Context: an optimization exercise on an open-source flow, tuned for small area and few clock cycles. The choices shown serve that exercise and are no tape-out recipe. In this exercise RTL edits were held to simulation tests only and were not proved equivalent to the original. Power figures rest on the tool's default switching activity, not on a simulated workload.

==> config.mk <==
export PLATFORM = sky130hd
export DESIGN_NAME = IOTDF
export DESIGN_NICKNAME = IOTDF
export VERILOG_FILES = /design/flow/design.v
export SDC_FILE = /design/flow/constraint.sdc
export NUM_CORES = 4
export LEC_CHECK = 0
export CAP_MARGIN = 20
export CORE_MARGIN = 2
export CORE_UTILIZATION = 60
export SLEW_MARGIN = 20
==> constraint.sdc <==
create_clock -name core_clock -period 8.0 [get_ports {clk}]
set_input_delay 1.6000 -clock core_clock [delete_from_list [all_inputs] [get_ports {clk}]]
set_output_delay 1.6000 -clock core_clock [all_outputs]
set_load 0.01 [all_outputs]
==> design.v <==
module IOTDF( clk, rst, in_en, iot_in, fn_sel, busy, valid, iot_out);
input          clk;
input          rst;
input          in_en;
input  [7:0]   iot_in;
input  [2:0]   fn_sel;
output         busy;
output         valid;
output [127:0] iot_out;
reg [10 : 0] cnt;        
wire [3 : 0] k   = cnt[3 : 0];
wire [6 : 0] blk = cnt[10 : 4];
reg m_enc, m_dec, m_des, m_crc, m_mm, m_min;
always @ (posedge clk)
begin
	m_enc <= (fn_sel == 3'd1);
	m_dec <= (fn_sel == 3'd2);
	m_des <= (fn_sel == 3'd1) | (fn_sel == 3'd2);
	m_crc <= (fn_sel == 3'd3);
	m_mm  <= (fn_sel == 3'd4) | (fn_sel == 3'd5);
	m_min <= fn_sel[0];
end
reg [127 : 0] A, X, Y;
reg           stl;      
reg           s_x;      
reg           a_hi;     
reg           q_x;      
reg           sh_px;    
reg           sh_qa;    
reg           f_a, f_c;
reg [1 : 0]   crc;
wire last  = (k == 4'd15);
wire [2 : 0] bi = blk[2 : 0];
wire g_first = (bi == 3'd0) & !stl;   
wire g_last  = (bi == 3'd7);          
wire a_ok  = (bi[2 : 1] != 2'd0);     
wire c_ok  = (bi != 3'd0);            
wire [7 : 0] a_b;
wire [7 : 0] x_o = X[7 : 0];
wire [7 : 0] y_o = Y[7 : 0];
reg [7 : 0] x_in, y_in;
always @ (*)
begin
	x_in = 8'd0;
	y_in = iot_in;
	if (m_des)
		x_in = iot_in;
	else if (m_mm)
	begin
		if (stl)
		begin
			x_in = sh_px ? x_o : y_o;
			y_in = sh_qa ? a_b : x_o;
		end
		else if (g_first)
			x_in = q_x ? x_o : y_o;
		else if (g_last)
			x_in = s_x ? y_o : x_o;
		else
		begin
			x_in = s_x ? iot_in : x_o;
			y_in = s_x ? y_o : iot_in;
		end
	end
end
wire [127 : 0] x_nx = {x_in, X[127 : 8]};
always @ (posedge clk)
begin
	X <= x_nx;
	Y <= {y_in, Y[127 : 8]};
end
MAXMIN_BYTE u_abyte (.st(A), .k(k), .b(a_b));
wire [7 : 0] c_b = s_x ? y_o : x_o;
wire b_a, b_c;
MAXMIN u_cmp_a (.nb(iot_in), .sb(a_b), .first(k == 4'd0), .better(f_a), .min(m_min), .better_nx(b_a));
MAXMIN u_cmp_c (.nb(iot_in), .sb(c_b), .first(k == 4'd0), .better(f_c), .min(m_min), .better_nx(b_c));
wire worse_a = !a_ok | !a_hi;
wire r_a = worse_a & (!a_ok | b_a);
wire r_c = !worse_a & (!c_ok | b_c);
wire p_a = a_hi & !b_a;
wire p_c = !a_hi & !b_c;
wire p_n = !p_a & !p_c;
wire stall = p_n | (p_c & !b_a);
always @ (posedge clk)
begin
	f_a <= b_a;
	f_c <= b_c;
	if (last)
	begin
		if (g_first | r_a)
			s_x <= 1'b1;
		else if (r_c)
			s_x <= !s_x;
		if (!g_first & !g_last & r_a)
			a_hi <= s_x ? b_c : !b_c;
		else if (!g_first & !g_last & r_c)
			a_hi <= !b_a;
		if (g_last)
		begin
			q_x   <= p_a & !b_c;
			sh_px <= p_c;
			sh_qa <= p_c | a_hi;
		end
	end
end
wire       run  = (in_en | (cnt != 11'd0)) & (cnt != 11'h7FF);
wire [3 : 0] k_nx = run ? k + 4'd1 : k;
reg  [3 : 0] rot;
always @ (posedge clk)
begin
	if (m_enc)
		rot <= (k_nx == 4'd0 || k_nx == 4'd1 || k_nx == 4'd8 || k_nx == 4'd15) ? 4'b0001 : 4'b0010;
	else if (m_dec)
		rot <= (k_nx == 4'd0 || k_nx == 4'd7 || k_nx == 4'd14 || k_nx == 4'd15) ? 4'b0100 : 4'b1000;
	else
		case (k_nx)
			4'd0, 4'd1, 4'd6, 4'd8, 4'd10, 4'd12, 4'd14: rot <= 4'b0001;
			4'd2: rot <= 4'b1000;
			4'd3: rot <= 4'b0010;
			default: rot <= 4'b0100;
		endcase
end
wire [127 : 0] a_nx, a_view, a_ld;
DES_ROUND u_round (.st(A), .rot(rot), .enc(m_enc), .f_on(m_des), .nx(a_nx), .view(a_view));
DES_LOAD  u_load  (.blk(x_nx), .st(a_ld));
wire load = last & (m_des | m_crc | (m_mm & (stl | g_first | (g_last ? (p_c & b_a) : r_a))));
always @ (posedge clk)
begin
	A <= load ? a_ld : a_nx;
end
wire [1 : 0] crc_nx;
CRC u_crc (.k(k), .iot_in(iot_in), .crc((k == 4'd0) ? 2'd0 : crc), .crc_nx(crc_nx));
always @ (posedge clk)
begin
	crc <= crc_nx;
end
always @ (posedge clk or posedge rst)
begin
	if (rst)
	begin
		cnt <= 11'd0;
		stl <= 1'b0;
	end
	else if (run)
	begin
		cnt[3 : 0] <= cnt[3 : 0] + 4'd1;
		if (last)
		begin
			if (!stl)
				cnt[10 : 4] <= cnt[10 : 4] + 7'd1;
			stl <= m_mm & g_last & !stl & stall;
		end
	end
end
wire in_1_64 = (blk != 7'd0) & (!blk[6] | (blk[5 : 0] == 6'd0));
assign valid = (m_des & last & in_1_64)
             | (m_crc & (k == 4'd0) & in_1_64)
             | (m_mm & (k == 4'd2) & !stl & (bi[2 : 1] == 2'd0) & (blk >= 7'd8) & (blk <= 7'd65));
assign iot_out = {a_view[127 : 3], m_crc ? {crc, 1'b0} : a_view[2 : 0]};
assign busy = m_mm & ((stl & !last) | (last & g_last & !stl & stall));
endmodule
module DES_ROUND
(
	input  [127 : 0] st,       
	input  [3 : 0]   rot,      
	input            enc,      
	input            f_on,     
	output [127 : 0] nx,       
	output [127 : 0] view      
);
wire [27 : 0] c = st[119 : 92];
wire [27 : 0] d = st[91 : 64];
wire [27 : 0] cn = ({28{rot[0]}} & {c[26 : 0], c[27]})
                 | ({28{rot[1]}} & {c[25 : 0], c[27 : 26]})
                 | ({28{rot[2]}} & {c[0], c[27 : 1]})
                 | ({28{rot[3]}} & {c[1 : 0], c[27 : 2]});
wire [27 : 0] dn = ({28{rot[0]}} & {d[26 : 0], d[27]})
                 | ({28{rot[1]}} & {d[25 : 0], d[27 : 26]})
                 | ({28{rot[2]}} & {d[0], d[27 : 1]})
                 | ({28{rot[3]}} & {d[1 : 0], d[27 : 2]});
wire [47 : 0] k  = PC2(enc ? {cn, dn} : {c, d});
wire [31 : 0] fo = F(st[31 : 0], k) & {32{f_on}};
wire [63 : 0] lr = {st[31 : 0], st[63 : 32] ^ fo};
assign nx   = {st[127 : 120], cn, dn, lr};
assign view = {inv_key({st[127 : 120], cn, dn}), final_ciphertext({lr[31 : 0], lr[63 : 32]})};
function automatic [63 : 0] inv_key;
	input [63 : 0] cipher_key;
	begin
		inv_key = 
		{
			cipher_key[48], cipher_key[40], cipher_key[32], cipher_key[ 0], cipher_key[ 4], cipher_key[12], cipher_key[20], cipher_key[63],
			cipher_key[49], cipher_key[41], cipher_key[33], cipher_key[ 1], cipher_key[ 5], cipher_key[13], cipher_key[21], cipher_key[62],
			cipher_key[50], cipher_key[42], cipher_key[34], cipher_key[ 2], cipher_key[ 6], cipher_key[14], cipher_key[22], cipher_key[61],
			cipher_key[51], cipher_key[43], cipher_key[35], cipher_key[ 3], cipher_key[ 7], cipher_key[15], cipher_key[23], cipher_key[60],
			cipher_key[52], cipher_key[44], cipher_key[36], cipher_key[28], cipher_key[ 8], cipher_key[16], cipher_key[24], cipher_key[59],
			cipher_key[53], cipher_key[45], cipher_key[37], cipher_key[29], cipher_key[ 9], cipher_key[17], cipher_key[25], cipher_key[58],
			cipher_key[54], cipher_key[46], cipher_key[38], cipher_key[30], cipher_key[10], cipher_key[18], cipher_key[26], cipher_key[57],
			cipher_key[55], cipher_key[47], cipher_key[39], cipher_key[31], cipher_key[11], cipher_key[19], cipher_key[27], cipher_key[56]
		};
	end
endfunction
function automatic [63 : 0] final_ciphertext;
	input [63 : 0] ciphertext;
	begin
		final_ciphertext = 
		{
			ciphertext[24], ciphertext[56], ciphertext[16], ciphertext[48], ciphertext[ 8], ciphertext[40], ciphertext[ 0], ciphertext[32],
			ciphertext[25], ciphertext[57], ciphertext[17], ciphertext[49], ciphertext[ 9], ciphertext[41], ciphertext[ 1], ciphertext[33],
			ciphertext[26], ciphertext[58], ciphertext[18], ciphertext[50], ciphertext[10], ciphertext[42], ciphertext[ 2], ciphertext[34],
			ciphertext[27], ciphertext[59], ciphertext[19], ciphertext[51], ciphertext[11], ciphertext[43], ciphertext[ 3], ciphertext[35],
			ciphertext[28], ciphertext[60], ciphertext[20], ciphertext[52], ciphertext[12], ciphertext[44], ciphertext[ 4], ciphertext[36],
			ciphertext[29], ciphertext[61], ciphertext[21], ciphertext[53], ciphertext[13], ciphertext[45], ciphertext[ 5], ciphertext[37],
			ciphertext[30], ciphertext[62], ciphertext[22], ciphertext[54], ciphertext[14], ciphertext[46], ciphertext[ 6], ciphertext[38],
			ciphertext[31], ciphertext[63], ciphertext[23], ciphertext[55], ciphertext[15], ciphertext[47], ciphertext[ 7], ciphertext[39]
		};
	end
endfunction
function automatic [47 : 0] PC2;
	input [55 : 0] cipher_key;
	begin
		PC2 = 
		{
			cipher_key[42], cipher_key[39], cipher_key[45], cipher_key[32], cipher_key[55], cipher_key[51], cipher_key[53], cipher_key[28],
			cipher_key[41], cipher_key[50], cipher_key[35], cipher_key[46], cipher_key[33], cipher_key[37], cipher_key[44], cipher_key[52],
			cipher_key[30], cipher_key[48], cipher_key[40], cipher_key[49], cipher_key[29], cipher_key[36], cipher_key[43], cipher_key[54],
			cipher_key[15], cipher_key[ 4], cipher_key[25], cipher_key[19], cipher_key[ 9], cipher_key[ 1], cipher_key[26], cipher_key[16],
			cipher_key[ 5], cipher_key[11], cipher_key[23], cipher_key[ 8], cipher_key[12], cipher_key[ 7], cipher_key[17], cipher_key[ 0],
			cipher_key[22], cipher_key[ 3], cipher_key[10], cipher_key[14], cipher_key[ 6], cipher_key[20], cipher_key[27], cipher_key[24]
		};
	end
endfunction
function automatic [31 : 0] P;
	input [31 : 0] box_text;
	begin
		P =
		{
			box_text[16], box_text[25], box_text[12], box_text[11], box_text[ 3], box_text[20], box_text[ 4], box_text[15],
			box_text[31], box_text[17], box_text[ 9], box_text[ 6], box_text[27], box_text[14], box_text[ 1], box_text[22],
			box_text[30], box_text[24], box_text[ 8], box_text[18], box_text[ 0], box_text[ 5], box_text[29], box_text[23],
			box_text[13], box_text[19], box_text[ 2], box_text[26], box_text[10], box_text[21], box_text[28], box_text[ 7]
		};
	end
endfunction
function automatic [31 : 0] F;
	input [31 : 0] R;
	input [47 : 0] K;
	reg [47 : 0] F_0;
	begin
		F_0 = expansion(R) ^ K;
		F = P
		({
			S_BOX_1(F_0[47 : 42]), S_BOX_2(F_0[41 : 36]), S_BOX_3(F_0[35 : 30]), S_BOX_4(F_0[29 : 24]),
			S_BOX_5(F_0[23 : 18]), S_BOX_6(F_0[17 : 12]), S_BOX_7(F_0[11 :  6]) ,S_BOX_8(F_0[ 5 :  0])
		});
	end
endfunction
function automatic [47 : 0] expansion;
	input [31 : 0] text;
	begin
		expansion =
		{
			text[ 0], text[31], text[30], text[29], text[28], text[27], text[28], text[27],
			text[26], text[25], text[24], text[23], text[24], text[23], text[22], text[21],
			text[20], text[19], text[20], text[19], text[18], text[17], text[16], text[15],
			text[16], text[15], text[14], text[13], text[12], text[11], text[12], text[11],
			text[10], text[ 9], text[ 8], text[ 7], text[ 8], text[ 7], text[ 6], text[ 5],
			text[ 4], text[ 3], text[ 4], text[ 3], text[ 2], text[ 1], text[ 0], text[31]
		};
	end
endfunction
function automatic [3 : 0] S_BOX_8;
	input [5 : 0] i_data;
	begin
		case ({i_data[5], i_data[0]})
			2'b00:  
			begin
				case (i_data[4 : 1])
					4'd0: S_BOX_8 = 4'd13;
					4'd1: S_BOX_8 = 4'd2;
					4'd2: S_BOX_8 = 4'd8;
					4'd3: S_BOX_8 = 4'd4;
					4'd4: S_BOX_8 = 4'd6;
					4'd5: S_BOX_8 = 4'd15;
					4'd6: S_BOX_8 = 4'd11;
					4'd7: S_BOX_8 = 4'd1;
					4'd8: S_BOX_8 = 4'd10;
					4'd9: S_BOX_8 = 4'd9;
					4'd10: S_BOX_8 = 4'd3;
					4'd11: S_BOX_8 = 4'd14;
					4'd12: S_BOX_8 = 4'd5;
					4'd13: S_BOX_8 = 4'd0;
					4'd14: S_BOX_8 = 4'd12;
					4'd15: S_BOX_8 = 4'd7;
				endcase
			end
			2'b01:  
			begin
				case (i_data[4 : 1])
					4'd0: S_BOX_8 = 4'd1;
					4'd1: S_BOX_8 = 4'd15;
					4'd2: S_BOX_8 = 4'd13;
					4'd3: S_BOX_8 = 4'd8;
					4'd4: S_BOX_8 = 4'd10;
					4'd5: S_BOX_8 = 4'd3;
					4'd6: S_BOX_8 = 4'd7;
					4'd7: S_BOX_8 = 4'd4;
					4'd8: S_BOX_8 = 4'd12;
					4'd9: S_BOX_8 = 4'd5;
					4'd10: S_BOX_8 = 4'd6;
					4'd11: S_BOX_8 = 4'd11;
					4'd12: S_BOX_8 = 4'd0;
					4'd13: S_BOX_8 = 4'd14;
					4'd14: S_BOX_8 = 4'd9;
					4'd15: S_BOX_8 = 4'd2;
				endcase
			end
			2'b10:
			begin
				case (i_data[4 : 1])
					4'd0: S_BOX_8 = 4'd7;
					4'd1: S_BOX_8 = 4'd11;
					4'd2: S_BOX_8 = 4'd4;
					4'd3: S_BOX_8 = 4'd1;
					4'd4: S_BOX_8 = 4'd9;
					4'd5: S_BOX_8 = 4'd12;
					4'd6: S_BOX_8 = 4'd14;
					4'd7: S_BOX_8 = 4'd2;
					4'd8: S_BOX_8 = 4'd0;
					4'd9: S_BOX_8 = 4'd6;
					4'd10: S_BOX_8 = 4'd10;
					4'd11: S_BOX_8 = 4'd13;
					4'd12: S_BOX_8 = 4'd15;
					4'd13: S_BOX_8 = 4'd3;
					4'd14: S_BOX_8 = 4'd5;
					4'd15: S_BOX_8 = 4'd8;
				endcase
			end
			2'b11:  
			begin
				case (i_data[4 : 1])
					4'd0: S_BOX_8 = 4'd2;
					4'd1: S_BOX_8 = 4'd1;
					4'd2: S_BOX_8 = 4'd14;
					4'd3: S_BOX_8 = 4'd7;
					4'd4: S_BOX_8 = 4'd4;
					4'd5: S_BOX_8 = 4'd10;
					4'd6: S_BOX_8 = 4'd8;
					4'd7: S_BOX_8 = 4'd13;
					4'd8: S_BOX_8 = 4'd15;
					4'd9: S_BOX_8 = 4'd12;
					4'd10: S_BOX_8 = 4'd9;
					4'd11: S_BOX_8 = 4'd0;
					4'd12: S_BOX_8 = 4'd3;
					4'd13: S_BOX_8 = 4'd5;
					4'd14: S_BOX_8 = 4'd6;
					4'd15: S_BOX_8 = 4'd11;
				endcase
			end
		endcase
	end
endfunction
function automatic [3 : 0] S_BOX_7;
	input [5 : 0] i_data;
	begin
		case ({i_data[5], i_data[0]})
			2'b00:  
			begin
				case (i_data[4 : 1])
					4'd0: S_BOX_7 = 4'd4;
					4'd1: S_BOX_7 = 4'd11;
					4'd2: S_BOX_7 = 4'd2;
					4'd3: S_BOX_7 = 4'd14;
					4'd4: S_BOX_7 = 4'd15;
					4'd5: S_BOX_7 = 4'd0;
					4'd6: S_BOX_7 = 4'd8;
					4'd7: S_BOX_7 = 4'd13;
					4'd8: S_BOX_7 = 4'd3;
					4'd9: S_BOX_7 = 4'd12;
					4'd10: S_BOX_7 = 4'd9;
					4'd11: S_BOX_7 = 4'd7;
					4'd12: S_BOX_7 = 4'd5;
					4'd13: S_BOX_7 = 4'd10;
					4'd14: S_BOX_7 = 4'd6;
					4'd15: S_BOX_7 = 4'd1;
				endcase
			end
			2'b01:  
			begin
				case (i_data[4 : 1])
					4'd0: S_BOX_7 = 4'd13;
					4'd1: S_BOX_7 = 4'd0;
					4'd2: S_BOX_7 = 4'd11;
					4'd3: S_BOX_7 = 4'd7;
					4'd4: S_BOX_7 = 4'd4;
					4'd5: S_BOX_7 = 4'd9;
					4'd6: S_BOX_7 = 4'd1;
					4'd7: S_BOX_7 = 4'd10;
					4'd8: S_BOX_7 = 4'd14;
					4'd9: S_BOX_7 = 4'd3;
					4'd10: S_BOX_7 = 4'd5;
					4'd11: S_BOX_7 = 4'd12;
					4'd12: S_BOX_7 = 4'd2;
					4'd13: S_BOX_7 = 4'd15;
					4'd14: S_BOX_7 = 4'd8;
					4'd15: S_BOX_7 = 4'd6;
				endcase
			end
			2'b10:  
			begin
				case (i_data[4 : 1])
					4'd0: S_BOX_7 = 4'd1;
					4'd1: S_BOX_7 = 4'd4;
					4'd2: S_BOX_7 = 4'd11;
					4'd3: S_BOX_7 = 4'd13;
					4'd4: S_BOX_7 = 4'd12;
					4'd5: S_BOX_7 = 4'd3;
					4'd6: S_BOX_7 = 4'd7;
					4'd7: S_BOX_7 = 4'd14;
					4'd8: S_BOX_7 = 4'd10;
					4'd9: S_BOX_7 = 4'd15;
					4'd10: S_BOX_7 = 4'd6;
					4'd11: S_BOX_7 = 4'd8;
					4'd12: S_BOX_7 = 4'd0;
					4'd13: S_BOX_7 = 4'd5;
					4'd14: S_BOX_7 = 4'd9;
					4'd15: S_BOX_7 = 4'd2;
				endcase
			end
			2'b11:  
			begin
				case (i_data[4 : 1])
					4'd0: S_BOX_7 = 4'd6;
					4'd1: S_BOX_7 = 4'd11;
					4'd2: S_BOX_7 = 4'd13;
					4'd3: S_BOX_7 = 4'd8;
					4'd4: S_BOX_7 = 4'd1;
					4'd5: S_BOX_7 = 4'd4;
					4'd6: S_BOX_7 = 4'd10;
					4'd7: S_BOX_7 = 4'd7;
					4'd8: S_BOX_7 = 4'd9;
					4'd9: S_BOX_7 = 4'd5;
					4'd10: S_BOX_7 = 4'd0;
					4'd11: S_BOX_7 = 4'd15;
					4'd12: S_BOX_7 = 4'd14;
					4'd13: S_BOX_7 = 4'd2;
					4'd14: S_BOX_7 = 4'd3;
					4'd15: S_BOX_7 = 4'd12;
				endcase
			end
		endcase
	end
endfunction
function automatic [3 : 0] S_BOX_6;
	input [5 : 0] i_data;
	begin
		case ({i_data[5], i_data[0]})
			2'b00:  
			begin
				case (i_data[4 : 1])
					4'd0: S_BOX_6 = 4'd12;
					4'd1: S_BOX_6 = 4'd1;
					4'd2: S_BOX_6 = 4'd10;
					4'd3: S_BOX_6 = 4'd15;
					4'd4: S_BOX_6 = 4'd9;
					4'd5: S_BOX_6 = 4'd2;
					4'd6: S_BOX_6 = 4'd6;
					4'd7: S_BOX_6 = 4'd8;
					4'd8: S_BOX_6 = 4'd0;
					4'd9: S_BOX_6 = 4'd13;
					4'd10: S_BOX_6 = 4'd3;
					4'd11: S_BOX_6 = 4'd4;
					4'd12: S_BOX_6 = 4'd14;
					4'd13: S_BOX_6 = 4'd7;
					4'd14: S_BOX_6 = 4'd5;
					4'd15: S_BOX_6 = 4'd11;
				endcase
			end
			2'b01:  
			begin
				case (i_data[4 : 1])
					4'd0: S_BOX_6 = 4'd10;
					4'd1: S_BOX_6 = 4'd15;
					4'd2: S_BOX_6 = 4'd4;
					4'd3: S_BOX_6 = 4'd2;
					4'd4: S_BOX_6 = 4'd7;
					4'd5: S_BOX_6 = 4'd12;
					4'd6: S_BOX_6 = 4'd9;
					4'd7: S_BOX_6 = 4'd5;
					4'd8: S_BOX_6 = 4'd6;
					4'd9: S_BOX_6 = 4'd1;
					4'd10: S_BOX_6 = 4'd13;
					4'd11: S_BOX_6 = 4'd14;
					4'd12: S_BOX_6 = 4'd0;
					4'd13: S_BOX_6 = 4'd11;
					4'd14: S_BOX_6 = 4'd3;
					4'd15: S_BOX_6 = 4'd8;
				endcase
			end
			2'b10:  
			begin
				case (i_data[4 : 1])
					4'd0: S_BOX_6 = 4'd9;
					4'd1: S_BOX_6 = 4'd14;
					4'd2: S_BOX_6 = 4'd15;
					4'd3: S_BOX_6 = 4'd5;
					4'd4: S_BOX_6 = 4'd2;
					4'd5: S_BOX_6 = 4'd8;
					4'd6: S_BOX_6 = 4'd12;
					4'd7: S_BOX_6 = 4'd3;
					4'd8: S_BOX_6 = 4'd7;
					4'd9: S_BOX_6 = 4'd0;
					4'd10: S_BOX_6 = 4'd4;
					4'd11: S_BOX_6 = 4'd10;
					4'd12: S_BOX_6 = 4'd1;
					4'd13: S_BOX_6 = 4'd13;
					4'd14: S_BOX_6 = 4'd11;
					4'd15: S_BOX_6 = 4'd6;
				endcase
			end
			2'b11:  
			begin
				case (i_data[4 : 1])
					4'd0: S_BOX_6 = 4'd4;
					4'd1: S_BOX_6 = 4'd3;
					4'd2: S_BOX_6 = 4'd2;
					4'd3: S_BOX_6 = 4'd12;
					4'd4: S_BOX_6 = 4'd9;
					4'd5: S_BOX_6 = 4'd5;
					4'd6: S_BOX_6 = 4'd15;
					4'd7: S_BOX_6 = 4'd10;
					4'd8: S_BOX_6 = 4'd11;
					4'd9: S_BOX_6 = 4'd14;
					4'd10: S_BOX_6 = 4'd1;
					4'd11: S_BOX_6 = 4'd7;
					4'd12: S_BOX_6 = 4'd6;
					4'd13: S_BOX_6 = 4'd0;
					4'd14: S_BOX_6 = 4'd8;
					4'd15: S_BOX_6 = 4'd13;
				endcase
			end
		endcase
	end
endfunction
function automatic [3 : 0] S_BOX_5;
	input [5 : 0] i_data;
	begin
		case ({i_data[5], i_data[0]})
			2'b00:  
			begin
				case (i_data[4 : 1])
					4'd0: S_BOX_5 = 4'd2;
					4'd1: S_BOX_5 = 4'd12;
					4'd2: S_BOX_5 = 4'd4;
					4'd3: S_BOX_5 = 4'd1;
					4'd4: S_BOX_5 = 4'd7;
					4'd5: S_BOX_5 = 4'd10;
					4'd6: S_BOX_5 = 4'd11;
					4'd7: S_BOX_5 = 4'd6;
					4'd8: S_BOX_5 = 4'd8;
					4'd9: S_BOX_5 = 4'd5;
					4'd10: S_BOX_5 = 4'd3;
					4'd11: S_BOX_5 = 4'd15;
					4'd12: S_BOX_5 = 4'd13;
					4'd13: S_BOX_5 = 4'd0;
					4'd14: S_BOX_5 = 4'd14;
					4'd15: S_BOX_5 = 4'd9;
				endcase
			end
			2'b01:  
			begin
				case (i_data[4 : 1])
					4'd0: S_BOX_5 = 4'd14;
					4'd1: S_BOX_5 = 4'd11;
					4'd2: S_BOX_5 = 4'd2;
					4'd3: S_BOX_5 = 4'd12;
					4'd4: S_BOX_5 = 4'd4;
					4'd5: S_BOX_5 = 4'd7;
					4'd6: S_BOX_5 = 4'd13;
					4'd7: S_BOX_5 = 4'd1;
					4'd8: S_BOX_5 = 4'd5;
					4'd9: S_BOX_5 = 4'd0;
					4'd10: S_BOX_5 = 4'd15;
					4'd11: S_BOX_5 = 4'd10;
					4'd12: S_BOX_5 = 4'd3;
					4'd13: S_BOX_5 = 4'd9;
					4'd14: S_BOX_5 = 4'd8;
					4'd15: S_BOX_5 = 4'd6;
				endcase
			end
			2'b10:  
			begin
				case (i_data[4 : 1])
					4'd0: S_BOX_5 = 4'd4;
					4'd1: S_BOX_5 = 4'd2;
					4'd2: S_BOX_5 = 4'd1;
					4'd3: S_BOX_5 = 4'd11;
					4'd4: S_BOX_5 = 4'd10;
					4'd5: S_BOX_5 = 4'd13;
					4'd6: S_BOX_5 = 4'd7;
					4'd7: S_BOX_5 = 4'd8;
					4'd8: S_BOX_5 = 4'd15;
					4'd9: S_BOX_5 = 4'd9;
					4'd10: S_BOX_5 = 4'd12;
					4'd11: S_BOX_5 = 4'd5;
					4'd12: S_BOX_5 = 4'd6;
					4'd13: S_BOX_5 = 4'd3;
					4'd14: S_BOX_5 = 4'd0;
					4'd15: S_BOX_5 = 4'd14;
				endcase
			end
			2'b11:  
			begin
				case (i_data[4 : 1])
					4'd0: S_BOX_5 = 4'd11;
					4'd1: S_BOX_5 = 4'd8;
					4'd2: S_BOX_5 = 4'd12;
					4'd3: S_BOX_5 = 4'd7;
					4'd4: S_BOX_5 = 4'd1;
					4'd5: S_BOX_5 = 4'd14;
					4'd6: S_BOX_5 = 4'd2;
					4'd7: S_BOX_5 = 4'd13;
					4'd8: S_BOX_5 = 4'd6;
					4'd9: S_BOX_5 = 4'd15;
					4'd10: S_BOX_5 = 4'd0;
					4'd11: S_BOX_5 = 4'd9;
					4'd12: S_BOX_5 = 4'd10;
					4'd13: S_BOX_5 = 4'd4;
					4'd14: S_BOX_5 = 4'd5;
					4'd15: S_BOX_5 = 4'd3;
				endcase
			end
		endcase
	end
endfunction
function automatic [3 : 0] S_BOX_4;
	input [5 : 0] i_data;
	begin
		case ({i_data[5], i_data[0]})
			2'b00:  
			begin
				case (i_data[4 : 1])
					4'd0: S_BOX_4 = 4'd7;
					4'd1: S_BOX_4 = 4'd13;
					4'd2: S_BOX_4 = 4'd14;
					4'd3: S_BOX_4 = 4'd3;
					4'd4: S_BOX_4 = 4'd0;
					4'd5: S_BOX_4 = 4'd6;
					4'd6: S_BOX_4 = 4'd9;
					4'd7: S_BOX_4 = 4'd10;
					4'd8: S_BOX_4 = 4'd1;
					4'd9: S_BOX_4 = 4'd2;
					4'd10: S_BOX_4 = 4'd8;
					4'd11: S_BOX_4 = 4'd5;
					4'd12: S_BOX_4 = 4'd11;
					4'd13: S_BOX_4 = 4'd12;
					4'd14: S_BOX_4 = 4'd4;
					4'd15: S_BOX_4 = 4'd15;
				endcase
			end
			2'b01:  
			begin
				case (i_data[4 : 1])
					4'd0: S_BOX_4 = 4'd13;
					4'd1: S_BOX_4 = 4'd8;
					4'd2: S_BOX_4 = 4'd11;
					4'd3: S_BOX_4 = 4'd5;
					4'd4: S_BOX_4 = 4'd6;
					4'd5: S_BOX_4 = 4'd15;
					4'd6: S_BOX_4 = 4'd0;
					4'd7: S_BOX_4 = 4'd3;
					4'd8: S_BOX_4 = 4'd4;
					4'd9: S_BOX_4 = 4'd7;
					4'd10: S_BOX_4 = 4'd2;
					4'd11: S_BOX_4 = 4'd12;
					4'd12: S_BOX_4 = 4'd1;
					4'd13: S_BOX_4 = 4'd10;
					4'd14: S_BOX_4 = 4'd14;
					4'd15: S_BOX_4 = 4'd9;
				endcase
			end
			2'b10:  
			begin
				case (i_data[4 : 1])
					4'd0: S_BOX_4 = 4'd10;
					4'd1: S_BOX_4 = 4'd6;
					4'd2: S_BOX_4 = 4'd9;
					4'd3: S_BOX_4 = 4'd0;
					4'd4: S_BOX_4 = 4'd12;
					4'd5: S_BOX_4 = 4'd11;
					4'd6: S_BOX_4 = 4'd7;
					4'd7: S_BOX_4 = 4'd13;
					4'd8: S_BOX_4 = 4'd15;
					4'd9: S_BOX_4 = 4'd1;
					4'd10: S_BOX_4 = 4'd3;
					4'd11: S_BOX_4 = 4'd14;
					4'd12: S_BOX_4 = 4'd5;
					4'd13: S_BOX_4 = 4'd2;
					4'd14: S_BOX_4 = 4'd8;
					4'd15: S_BOX_4 = 4'd4;
				endcase
			end
			2'b11:  
			begin
				case (i_data[4 : 1])
					4'd0: S_BOX_4 = 4'd3;
					4'd1: S_BOX_4 = 4'd15;
					4'd2: S_BOX_4 = 4'd0;
					4'd3: S_BOX_4 = 4'd6;
					4'd4: S_BOX_4 = 4'd10;
					4'd5: S_BOX_4 = 4'd1;
					4'd6: S_BOX_4 = 4'd13;
					4'd7: S_BOX_4 = 4'd8;
					4'd8: S_BOX_4 = 4'd9;
					4'd9: S_BOX_4 = 4'd4;
					4'd10: S_BOX_4 = 4'd5;
					4'd11: S_BOX_4 = 4'd11;
					4'd12: S_BOX_4 = 4'd12;
					4'd13: S_BOX_4 = 4'd7;
					4'd14: S_BOX_4 = 4'd2;
					4'd15: S_BOX_4 = 4'd14;
				endcase
			end
		endcase
	end
endfunction
function automatic [3 : 0] S_BOX_3;
	input [5 : 0] i_data;
	begin
		case ({i_data[5], i_data[0]})
			2'b00:  
			begin
				case (i_data[4 : 1])
					4'd0: S_BOX_3 = 4'd10;
					4'd1: S_BOX_3 = 4'd0;
					4'd2: S_BOX_3 = 4'd9;
					4'd3: S_BOX_3 = 4'd14;
					4'd4: S_BOX_3 = 4'd6;
					4'd5: S_BOX_3 = 4'd3;
					4'd6: S_BOX_3 = 4'd15;
					4'd7: S_BOX_3 = 4'd5;
					4'd8: S_BOX_3 = 4'd1;
					4'd9: S_BOX_3 = 4'd13;
					4'd10: S_BOX_3 = 4'd12;
					4'd11: S_BOX_3 = 4'd7;
					4'd12: S_BOX_3 = 4'd11;
					4'd13: S_BOX_3 = 4'd4;
					4'd14: S_BOX_3 = 4'd2;
					4'd15: S_BOX_3 = 4'd8;
				endcase
			end
			2'b01:  
			begin
				case (i_data[4 : 1])
					4'd0: S_BOX_3 = 4'd13;
					4'd1: S_BOX_3 = 4'd7;
					4'd2: S_BOX_3 = 4'd0;
					4'd3: S_BOX_3 = 4'd9;
					4'd4: S_BOX_3 = 4'd3;
					4'd5: S_BOX_3 = 4'd4;
					4'd6: S_BOX_3 = 4'd6;
					4'd7: S_BOX_3 = 4'd10;
					4'd8: S_BOX_3 = 4'd2;
					4'd9: S_BOX_3 = 4'd8;
					4'd10: S_BOX_3 = 4'd5;
					4'd11: S_BOX_3 = 4'd14;
					4'd12: S_BOX_3 = 4'd12;
					4'd13: S_BOX_3 = 4'd11;
					4'd14: S_BOX_3 = 4'd15;
					4'd15: S_BOX_3 = 4'd1;
				endcase
			end
			2'b10:  
			begin
				case (i_data[4 : 1])
					4'd0: S_BOX_3 = 4'd13;
					4'd1: S_BOX_3 = 4'd6;
					4'd2: S_BOX_3 = 4'd4;
					4'd3: S_BOX_3 = 4'd9;
					4'd4: S_BOX_3 = 4'd8;
					4'd5: S_BOX_3 = 4'd15;
					4'd6: S_BOX_3 = 4'd3;
					4'd7: S_BOX_3 = 4'd0;
					4'd8: S_BOX_3 = 4'd11;
					4'd9: S_BOX_3 = 4'd1;
					4'd10: S_BOX_3 = 4'd2;
					4'd11: S_BOX_3 = 4'd12;
					4'd12: S_BOX_3 = 4'd5;
					4'd13: S_BOX_3 = 4'd10;
					4'd14: S_BOX_3 = 4'd14;
					4'd15: S_BOX_3 = 4'd7;
				endcase
			end
			2'b11:  
			begin
				case (i_data[4 : 1])
					4'd0: S_BOX_3 = 4'd1;
					4'd1: S_BOX_3 = 4'd10;
					4'd2: S_BOX_3 = 4'd13;
					4'd3: S_BOX_3 = 4'd0;
					4'd4: S_BOX_3 = 4'd6;
					4'd5: S_BOX_3 = 4'd9;
					4'd6: S_BOX_3 = 4'd8;
					4'd7: S_BOX_3 = 4'd7;
					4'd8: S_BOX_3 = 4'd4;
					4'd9: S_BOX_3 = 4'd15;
					4'd10: S_BOX_3 = 4'd14;
					4'd11: S_BOX_3 = 4'd3;
					4'd12: S_BOX_3 = 4'd11;
					4'd13: S_BOX_3 = 4'd5;
					4'd14: S_BOX_3 = 4'd2;
					4'd15: S_BOX_3 = 4'd12;
				endcase
			end
		endcase
	end
endfunction
function automatic [3 : 0] S_BOX_2;
	input [5 : 0] i_data;
	begin
		case ({i_data[5], i_data[0]})
			2'b00:  
			begin
				case (i_data[4 : 1])
					4'd0: S_BOX_2 = 4'd15;
					4'd1: S_BOX_2 = 4'd1;
					4'd2: S_BOX_2 = 4'd8;
					4'd3: S_BOX_2 = 4'd14;
					4'd4: S_BOX_2 = 4'd6;
					4'd5: S_BOX_2 = 4'd11;
					4'd6: S_BOX_2 = 4'd3;
					4'd7: S_BOX_2 = 4'd4;
					4'd8: S_BOX_2 = 4'd9;
					4'd9: S_BOX_2 = 4'd7;
					4'd10: S_BOX_2 = 4'd2;
					4'd11: S_BOX_2 = 4'd13;
					4'd12: S_BOX_2 = 4'd12;
					4'd13: S_BOX_2 = 4'd0;
					4'd14: S_BOX_2 = 4'd5;
					4'd15: S_BOX_2 = 4'd10;
				endcase
			end
			2'b01:  
			begin
				case (i_data[4 : 1])
					4'd0: S_BOX_2 = 4'd3;
					4'd1: S_BOX_2 = 4'd13;
					4'd2: S_BOX_2 = 4'd4;
					4'd3: S_BOX_2 = 4'd7;
					4'd4: S_BOX_2 = 4'd15;
					4'd5: S_BOX_2 = 4'd2;
					4'd6: S_BOX_2 = 4'd8;
					4'd7: S_BOX_2 = 4'd14;
					4'd8: S_BOX_2 = 4'd12;
					4'd9: S_BOX_2 = 4'd0;
					4'd10: S_BOX_2 = 4'd1;
					4'd11: S_BOX_2 = 4'd10;
					4'd12: S_BOX_2 = 4'd6;
					4'd13: S_BOX_2 = 4'd9;
					4'd14: S_BOX_2 = 4'd11;
					4'd15: S_BOX_2 = 4'd5;
				endcase
			end
			2'b10:  
			begin
				case (i_data[4 : 1])
					4'd0: S_BOX_2 = 4'd0;
					4'd1: S_BOX_2 = 4'd14;
					4'd2: S_BOX_2 = 4'd7;
					4'd3: S_BOX_2 = 4'd11;
					4'd4: S_BOX_2 = 4'd10;
					4'd5: S_BOX_2 = 4'd4;
					4'd6: S_BOX_2 = 4'd13;
					4'd7: S_BOX_2 = 4'd1;
					4'd8: S_BOX_2 = 4'd5;
					4'd9: S_BOX_2 = 4'd8;
					4'd10: S_BOX_2 = 4'd12;
					4'd11: S_BOX_2 = 4'd6;
					4'd12: S_BOX_2 = 4'd9;
					4'd13: S_BOX_2 = 4'd3;
					4'd14: S_BOX_2 = 4'd2;
					4'd15: S_BOX_2 = 4'd15;
				endcase
			end
			2'b11:  
			begin
				case (i_data[4 : 1])
					4'd0: S_BOX_2 = 4'd13;
					4'd1: S_BOX_2 = 4'd8;
					4'd2: S_BOX_2 = 4'd10;
					4'd3: S_BOX_2 = 4'd1;
					4'd4: S_BOX_2 = 4'd3;
					4'd5: S_BOX_2 = 4'd15;
					4'd6: S_BOX_2 = 4'd4;
					4'd7: S_BOX_2 = 4'd2;
					4'd8: S_BOX_2 = 4'd11;
					4'd9: S_BOX_2 = 4'd6;
					4'd10: S_BOX_2 = 4'd7;
					4'd11: S_BOX_2 = 4'd12;
					4'd12: S_BOX_2 = 4'd0;
					4'd13: S_BOX_2 = 4'd5;
					4'd14: S_BOX_2 = 4'd14;
					4'd15: S_BOX_2 = 4'd9;
				endcase
			end
		endcase
	end
endfunction
function automatic [3 : 0] S_BOX_1;
	input [5 : 0] i_data;
	begin
		case ({i_data[5], i_data[0]})
			2'b00:  
			begin
				case (i_data[4 : 1])
					4'd0: S_BOX_1 = 4'd14;
					4'd1: S_BOX_1 = 4'd4;
					4'd2: S_BOX_1 = 4'd13;
					4'd3: S_BOX_1 = 4'd1;
					4'd4: S_BOX_1 = 4'd2;
					4'd5: S_BOX_1 = 4'd15;
					4'd6: S_BOX_1 = 4'd11;
					4'd7: S_BOX_1 = 4'd8;
					4'd8: S_BOX_1 = 4'd3;
					4'd9: S_BOX_1 = 4'd10;
					4'd10: S_BOX_1 = 4'd6;
					4'd11: S_BOX_1 = 4'd12;
					4'd12: S_BOX_1 = 4'd5;
					4'd13: S_BOX_1 = 4'd9;
					4'd14: S_BOX_1 = 4'd0;
					4'd15: S_BOX_1 = 4'd7;
				endcase
			end
			2'b01:  
			begin
				case (i_data[4 : 1])
					4'd0: S_BOX_1 = 4'd0;
					4'd1: S_BOX_1 = 4'd15;
					4'd2: S_BOX_1 = 4'd7;
					4'd3: S_BOX_1 = 4'd4;
					4'd4: S_BOX_1 = 4'd14;
					4'd5: S_BOX_1 = 4'd2;
					4'd6: S_BOX_1 = 4'd13;
					4'd7: S_BOX_1 = 4'd1;
					4'd8: S_BOX_1 = 4'd10;
					4'd9: S_BOX_1 = 4'd6;
					4'd10: S_BOX_1 = 4'd12;
					4'd11: S_BOX_1 = 4'd11;
					4'd12: S_BOX_1 = 4'd9;
					4'd13: S_BOX_1 = 4'd5;
					4'd14: S_BOX_1 = 4'd3;
					4'd15: S_BOX_1 = 4'd8;
				endcase
			end
			2'b10:  
			begin
				case (i_data[4 : 1])
					4'd0: S_BOX_1 = 4'd4;
					4'd1: S_BOX_1 = 4'd1;
					4'd2: S_BOX_1 = 4'd14;
					4'd3: S_BOX_1 = 4'd8;
					4'd4: S_BOX_1 = 4'd13;
					4'd5: S_BOX_1 = 4'd6;
					4'd6: S_BOX_1 = 4'd2;
					4'd7: S_BOX_1 = 4'd11;
					4'd8: S_BOX_1 = 4'd15;
					4'd9: S_BOX_1 = 4'd12;
					4'd10: S_BOX_1 = 4'd9;
					4'd11: S_BOX_1 = 4'd7;
					4'd12: S_BOX_1 = 4'd3;
					4'd13: S_BOX_1 = 4'd10;
					4'd14: S_BOX_1 = 4'd5;
					4'd15: S_BOX_1 = 4'd0;
				endcase
			end
			2'b11:  
			begin
				case (i_data[4 : 1])
					4'd0: S_BOX_1 = 4'd15;
					4'd1: S_BOX_1 = 4'd12;
					4'd2: S_BOX_1 = 4'd8;
					4'd3: S_BOX_1 = 4'd2;
					4'd4: S_BOX_1 = 4'd4;
					4'd5: S_BOX_1 = 4'd9;
					4'd6: S_BOX_1 = 4'd1;
					4'd7: S_BOX_1 = 4'd7;
					4'd8: S_BOX_1 = 4'd5;
					4'd9: S_BOX_1 = 4'd11;
					4'd10: S_BOX_1 = 4'd3;
					4'd11: S_BOX_1 = 4'd14;
					4'd12: S_BOX_1 = 4'd10;
					4'd13: S_BOX_1 = 4'd0;
					4'd14: S_BOX_1 = 4'd6;
					4'd15: S_BOX_1 = 4'd13;
				endcase
			end
		endcase
	end
endfunction
endmodule
module DES_LOAD
(
	input  [127 : 0] blk,
	output [127 : 0] st
);
assign st = {blk[120], blk[112], blk[104], blk[96], blk[88], blk[80], blk[72], blk[64],
             init_mainkey(blk[127 : 64]), init_plaintext(blk[63 : 0])};
function automatic [63 : 0] init_plaintext;
	input [63 : 0] plaintext;
	begin
		init_plaintext = 
		{
			plaintext[ 6], plaintext[14], plaintext[22], plaintext[30], plaintext[38], plaintext[46], plaintext[54], plaintext[62],
			plaintext[ 4], plaintext[12], plaintext[20], plaintext[28], plaintext[36], plaintext[44], plaintext[52], plaintext[60],
			plaintext[ 2], plaintext[10], plaintext[18], plaintext[26], plaintext[34], plaintext[42], plaintext[50], plaintext[58],
			plaintext[ 0], plaintext[ 8], plaintext[16], plaintext[24], plaintext[32], plaintext[40], plaintext[48], plaintext[56],
			plaintext[ 7], plaintext[15], plaintext[23], plaintext[31], plaintext[39], plaintext[47], plaintext[55], plaintext[63],
			plaintext[ 5], plaintext[13], plaintext[21], plaintext[29], plaintext[37], plaintext[45], plaintext[53], plaintext[61],
			plaintext[ 3], plaintext[11], plaintext[19], plaintext[27], plaintext[35], plaintext[43], plaintext[51], plaintext[59],
			plaintext[ 1], plaintext[ 9], plaintext[17], plaintext[25], plaintext[33], plaintext[41], plaintext[49], plaintext[57]
		};
	end
endfunction
function automatic [55 : 0] init_mainkey;
	input [63 : 0] mainkey;
	begin
		init_mainkey = 
		{
			mainkey[ 7], mainkey[15], mainkey[23], mainkey[31], mainkey[39], mainkey[47], mainkey[55],
			mainkey[63], mainkey[ 6], mainkey[14], mainkey[22], mainkey[30], mainkey[38], mainkey[46],
			mainkey[54], mainkey[62], mainkey[ 5], mainkey[13], mainkey[21], mainkey[29], mainkey[37],
			mainkey[45], mainkey[53], mainkey[61], mainkey[ 4], mainkey[12], mainkey[20], mainkey[28],
			mainkey[ 1], mainkey[ 9], mainkey[17], mainkey[25], mainkey[33], mainkey[41], mainkey[49],
			mainkey[57], mainkey[ 2], mainkey[10], mainkey[18], mainkey[26], mainkey[34], mainkey[42],
			mainkey[50], mainkey[58], mainkey[ 3], mainkey[11], mainkey[19], mainkey[27], mainkey[35],
			mainkey[43], mainkey[51], mainkey[59], mainkey[36], mainkey[44], mainkey[52], mainkey[60]
		};
	end
endfunction
endmodule
module DES_UNLOAD
(
	input  [127 : 0] st,
	output [127 : 0] blk
);
assign blk = {inv_key(st[127 : 64]), final_ciphertext(st[63 : 0])};
function automatic [63 : 0] inv_key;
	input [63 : 0] cipher_key;
	begin
		inv_key = 
		{
			cipher_key[48], cipher_key[40], cipher_key[32], cipher_key[ 0], cipher_key[ 4], cipher_key[12], cipher_key[20], cipher_key[63],
			cipher_key[49], cipher_key[41], cipher_key[33], cipher_key[ 1], cipher_key[ 5], cipher_key[13], cipher_key[21], cipher_key[62],
			cipher_key[50], cipher_key[42], cipher_key[34], cipher_key[ 2], cipher_key[ 6], cipher_key[14], cipher_key[22], cipher_key[61],
			cipher_key[51], cipher_key[43], cipher_key[35], cipher_key[ 3], cipher_key[ 7], cipher_key[15], cipher_key[23], cipher_key[60],
			cipher_key[52], cipher_key[44], cipher_key[36], cipher_key[28], cipher_key[ 8], cipher_key[16], cipher_key[24], cipher_key[59],
			cipher_key[53], cipher_key[45], cipher_key[37], cipher_key[29], cipher_key[ 9], cipher_key[17], cipher_key[25], cipher_key[58],
			cipher_key[54], cipher_key[46], cipher_key[38], cipher_key[30], cipher_key[10], cipher_key[18], cipher_key[26], cipher_key[57],
			cipher_key[55], cipher_key[47], cipher_key[39], cipher_key[31], cipher_key[11], cipher_key[19], cipher_key[27], cipher_key[56]
		};
	end
endfunction
function automatic [63 : 0] final_ciphertext;
	input [63 : 0] ciphertext;
	begin
		final_ciphertext = 
		{
			ciphertext[24], ciphertext[56], ciphertext[16], ciphertext[48], ciphertext[ 8], ciphertext[40], ciphertext[ 0], ciphertext[32],
			ciphertext[25], ciphertext[57], ciphertext[17], ciphertext[49], ciphertext[ 9], ciphertext[41], ciphertext[ 1], ciphertext[33],
			ciphertext[26], ciphertext[58], ciphertext[18], ciphertext[50], ciphertext[10], ciphertext[42], ciphertext[ 2], ciphertext[34],
			ciphertext[27], ciphertext[59], ciphertext[19], ciphertext[51], ciphertext[11], ciphertext[43], ciphertext[ 3], ciphertext[35],
			ciphertext[28], ciphertext[60], ciphertext[20], ciphertext[52], ciphertext[12], ciphertext[44], ciphertext[ 4], ciphertext[36],
			ciphertext[29], ciphertext[61], ciphertext[21], ciphertext[53], ciphertext[13], ciphertext[45], ciphertext[ 5], ciphertext[37],
			ciphertext[30], ciphertext[62], ciphertext[22], ciphertext[54], ciphertext[14], ciphertext[46], ciphertext[ 6], ciphertext[38],
			ciphertext[31], ciphertext[63], ciphertext[23], ciphertext[55], ciphertext[15], ciphertext[47], ciphertext[ 7], ciphertext[39]
		};
	end
endfunction
endmodule
module MAXMIN
(
	input  [7 : 0] nb,      
	input  [7 : 0] sb,      
	input          first,   
	input          better,  
	input          min,
	output         better_nx
);
assign better_nx = (nb != sb) ? ((nb > sb) ^ min) : (better & !first);
endmodule
module MAXMIN_BYTE
(
	input  [127 : 0] st,
	input  [3 : 0]   k,
	output [7 : 0]   b
);
localparam [31 : 0] ROT_AT = {2'd1, 2'd0, 2'd1, 2'd0, 2'd1, 2'd0, 2'd1, 2'd0,
                              2'd1, 2'd0, 2'd1, 2'd2, 2'd0, 2'd2, 2'd1, 2'd0};
wire [7 : 0] bk [15 : 0];
genvar i;
generate
	for (i = 0; i < 16; i = i + 1)
	begin : g_byte
		localparam integer R = ROT_AT[2 * i +: 2];
		wire [27 : 0] c = st[119 : 92];
		wire [27 : 0] d = st[91 : 64];
		wire [27 : 0] cu = (R == 0) ? c : (R == 1) ? {c[0], c[27 : 1]} : {c[1 : 0], c[27 : 2]};
		wire [27 : 0] du = (R == 0) ? d : (R == 1) ? {d[0], d[27 : 1]} : {d[1 : 0], d[27 : 2]};
		wire [63 : 0] lr = (i % 2) ? {st[31 : 0], st[63 : 32]} : st[63 : 0];
		wire [127 : 0] blk;
		DES_UNLOAD u_unload (.st({st[127 : 120], cu, du, lr}), .blk(blk));
		assign bk[i] = blk[8 * i +: 8];
	end
endgenerate
assign b = bk[k];
endmodule
module CRC
(
	input  [3 : 0] k,       
	input  [7 : 0] iot_in,
	input  [1 : 0] crc,     
	output [1 : 0] crc_nx
);
wire q0 = iot_in[0] ^ iot_in[3] ^ iot_in[6];
wire q1 = iot_in[1] ^ iot_in[4] ^ iot_in[7];
wire q2 = iot_in[2] ^ iot_in[5];
wire qa = q0 ^ q1 ^ q2;
reg  n1, n2;    
always @ (*)
begin
	case (k)
		4'd0, 4'd3, 4'd6, 4'd9, 4'd12, 4'd15: begin n1 = q2; n2 = q1; end   
		4'd2, 4'd5, 4'd8, 4'd11, 4'd14:       begin n1 = q1; n2 = q0; end   
		default:                              begin n1 = q0; n2 = q2; end   
	endcase
end
assign crc_nx = {crc[1] ^ qa ^ n2, crc[0] ^ qa ^ n1};
endmodule
==> flow/run.sh <==
#!/bin/bash
# Own layout flow: the standard flow (standard.sh) with
#  - synthesis: the standard synthesis script, but ABC maps for area
#    (flow/abc_area.script: deepsyn restructuring, then amap) instead of ORFS's speed script; registers are
#    mapped by the same dfflibmap step, so they keep their names and cells;
#    the half/full adder extraction step is skipped (ADDER_MAP_FILE empty);
#  - port buffers: sky130_fd_sc_hd__buf_1 on every input and output port;
#  - clock tree: no dummy loads, fewer and larger leaf clusters.
# Every tool's output goes to flow_*.log in this folder.
set -euo pipefail
here=$(pwd)
{
  echo 'proc abc {args} {'
  echo '  set i [lsearch -exact $args -script]'
  echo "  if {\$i >= 0} { set args [lreplace \$args [expr {\$i + 1}] [expr {\$i + 1}] {$here/flow/abc_area.script}] }"
  echo '  yosys abc {*}$args'
  echo '}'
  cat synth_recipe.tcl
} > own_synth.tcl
sed -e 's#synth_recipe\.tcl#own_synth.tcl#g' -e 's#CLKGATE_MAP_FILE= #CLKGATE_MAP_FILE= ADDER_MAP_FILE= #' standard.sh > own_standard.sh
grep -q own_synth.tcl own_standard.sh
grep -q 'ADDER_MAP_FILE= ' own_standard.sh
export BUFFER_PORTS_ARGS="-buffer_cell sky130_fd_sc_hd__buf_1"
export CTS_ARGS="-sink_clustering_enable -repair_clock_nets -dont_use_dummy_load -buf_list {sky130_fd_sc_hd__clkbuf_16} -root_buf sky130_fd_sc_hd__clkbuf_16 -sink_clustering_size 30 -sink_clustering_max_diameter 80"
bash own_standard.sh > flow_orfs.log 2>&1
test -s out/final.def
==> flow/abc_area.script <==
strash
&get -n
&deepsyn -T 150
&put
dch -f
amap
stime -p
==> standard.sh <==
#!/bin/bash
# synth_recipe.tcl (not shown) runs the flow's synth.tcl, then flattens the netlist and writes it again
# the make line also repeats each setting of config.mk as NAME=value (left out here)
make -C /OpenROAD-flow-scripts/flow DESIGN_CONFIG=/design/flow/config.mk WORK_HOME=/design/flow/orfs CLKGATE_MAP_FILE= SYNTH_SCRIPT=/design/flow/synth_recipe.tcl "${@:-finish}"
==> out/metrics.yaml <==
cts-root-buf: "clkbuf_16"
finalSetupViolCount: 0
crit_type: "reg2out"
gr-usage-met1: 0.516
rows: 62
grt_max_degree: 94
grt_pass1_vias: 15600
place_congestion: 1.04
synth_top_area_cell: "dfxtp_1"
cts_resized: 0
synth_ff_type: "dfxtp_1"
synth_seq_cells: 415
cts_tree: "built"
pin_count: 144
use_met2: 0.590
die_y_um: 174
syn_inst: 2109
status: "complete, no violations"
hp-class: "reg2reg"
num_vias: 17100
finalNonFillerCells: 2642
postSynth.asyncResetShare: 0.0289
vias_per_cell: 6.47
synth.distinct_cells: 54
avgSynthCellArea_um2: 8.20
cts.reportedPaths.clkPinSlew_ns: 0.11
rsz0062_at_grt: "no"
clk-insertion-delay-late_ns: 0.54
layout-drive-gt1-share: 0.0253
grt_usage: 0.382
antenna_found_initial: 1
fin_setup_tns_ns: 0
ys.warnings.count: 6
nets: 2273
area_growth_pct: 8.27
finalCritPeriodShare: 0.941
startpoint_type: "register"
hold_buffers: 0
grt_first_pass_wirelength_um: 89800
timing.fmax_ghz: 0.133
grt_use_met3: 0.0757
fp.dieW_um: 174
drc: 0
cp_cell_sequence: "clkinv_2, nor3_1, clkinv_1, o22ai_1, a2111o_1, a2111oi_2, a22o_1, a2111oi_1, o21ai_0, nor2_1, o2111a_1, a211oi_1, a31oi_1, nor2_1, nand2_1, nand2_1, a211oi_1, a21oi_1, nor2b_1, buf_1"
max_stage_delay_ns: 1.01
drv_slew: 0
core-area_um2: 28500
numPortBuffers: 143
grt.busiest_layer: "met2"
postCtsSetupBuffers: 0
final_antenna_net_count: 0
synth_edf_count: 13
leakagePower_nw: 6.88
synth-seq-area-share: 0.492
dr.pass1.iters: 13
finalWirelength_um: 59900
dp.final_hpwl_um: 45500
cts-htree-levels: 1
dp.cells: 2623
cp_max_fo: 7
syn_nets: 2123
start_util: 0.605
cts_buffers: 18
syn_area_um2: 17300
hold_viol_final: 0
cellPowerDensity_nw_per_um2: 502
relSlewSlack: 0.138
maxCapViolCount: 0
overflow: 0
cp.required_ns: 6.40
arrival_ns: 5.93
worst_pin_slew_ns: 1.28
finClkSkew_ns: 0.0429
synth_top_area_frac: 0.452
synth_common_cells: "dfxtp_1, nor2_1, clkinv_1"
wire_per_inst_um: 22.7
dr.first_iter.drc_count: 2492
holdWs_ns: 0.325
critPathSlowestCell: "nor3_1"
clkSinkCount: 415
cts_buffer_depth: 3
synthTopCellsByArea: "dfxtp_1, nor2_1, o21ai_0"
die_area_um2: 30200
max-vdd-ir-drop_v: 0.000288
cp-end-kind: "output pin"
fin_crit_ns: 7.53
yosysMostFrequentCell: "dfxtp_1"
cell usage in the layout (no fill, tap or decap), types with 9 or more instances in the layout:
master     synthesis  layout
nor3_1            49      47
clkinv_1         282     279
o22ai_1          135     135
a22oi_1           16      16
a222oi_1          31      31
o21a_1            11      11
a211oi_1          21      21
o221ai_1           9       9
o22a_1            17      17
clkbuf_16          0      18
dfxtp_1          390     389
buf_1              0     143
nand2_1          159     159
or2_0              9       9
buf_4             39      26
a22o_1            41      41
edfxtp_1          13      13
dfrtp_1           12      11
o21ai_0          214     214
nor2_1           386     383
a21oi_1          111     111
a221oi_1          45      45
a31oi_1           11      10
stage by stage:
stage               cell area, um2  setup slack, ns  total power [mW]  utilization
detailed placement           18300             1.36              8.16        0.640
CTS                          18700            0.706              9.17        0.655
global route                 18700            0.163              9.92        0.655
finish                       18700            0.471              9.39        0.656
global placement             18300             1.36              8.13        0.640
floorplan                    17300           0.0308              6.54            -
routing by layer:
layer	vias up	part of all wire
met5	-	0
met1	7781	0.39
met4	0	0.060
met3	245	0.12
li1	7803	-
met2	1268	0.43
sequential cells by signal, indices dropped and copies added, names as in the netlist, 2 cells and up:
register	count
cnt	11
rot	4
X	128
Y	128
crc	2
A	128
power by group:
part / switching, mW / internal (mW)
logic: 3.58 / 1.63
clock network: 0.613 / 0.408
registers: 0.508 / 2.65
cell families (layout without fill, tap and decap cells):
| kind of cell | Yosys count | after routing | share of synthesized area |
|---|---|---|---|
| buffers and inverters | 321 | 469 | 0.0782 |
| AOI/OAI and AO/OA | 732 | 732 | 0.279 |
| and+or+nand+nor | 632 | 632 | 0.146 |
| DFF | 415 | 415 | 0.492 |
| other | 0 | 1 | 0 |
| xor gates and xnor gates | 9 | 9 | 0.00456 |
area by class of cell:
cell class	count	area [um2]
flip-flops and latches	415	8500
inverters	282	1060
well taps	384	480
clock buffers	18	450
repair buffers	169	732
diodes	1	2.50
fillers	2454	9830
multi-input cells	1373	7490
path summary, 6_finish.rpt:
| path | cells after the start | slack (ns) | endpoint | from |
|---|---|---|---|---|
| worst max register to register | 21 | 1.16 | A[79] | cnt[1] |
| worst min-delay path | 0 | 0.32 | Y[7] | Y[15] |
| max in group asynchronous | 2 | 6.77 | cnt[0] | rst |
| worst min register to register | 0 | 0.32 | Y[7] | Y[15] |
| worst max-delay path | 20 | 0.47 | busy | cnt[1] |
| min in group asynchronous | 2 | 0.97 | cnt[3] | rst |
worst max-delay path: cells and delay by family (launching register included):
kind / cells / cell delay [ns]
buf+inv: 3 / 0.97
flops: 1 / 0.54
compound gates: 11 / 2.22
simple gates: 6 / 1.64
Testbench counts, summed over its fixed seeds: cycles 85,120.

[re-timing with driven ports]
The results above use ideal ports. As a check the final layout listed here was re-extracted and re-timed, cells and wires unchanged.
Step 1 assumes that a clkbuf_16 drives the clock port and a buf_2 every other input.
Step 2, shift: input delay + t, output delay - t, t = (earliest + latest rising clock arrival at the registers) / 2. This alone moves slack from input paths to output paths.
a / b / c = ideal ports / drivers / drivers and shift; a / b = the first two.
t (ns): 0.574
setup slack, ns: 0.471 / 0.420 / 0.993
worst setup path at the end: register to output
latest minus earliest clock arrival (ns): 0.043 / 0.043
After both steps this run still meets setup and hold. The setup slack of this run moves by -0.051 ns with the drivers and by +0.522 ns with both steps.
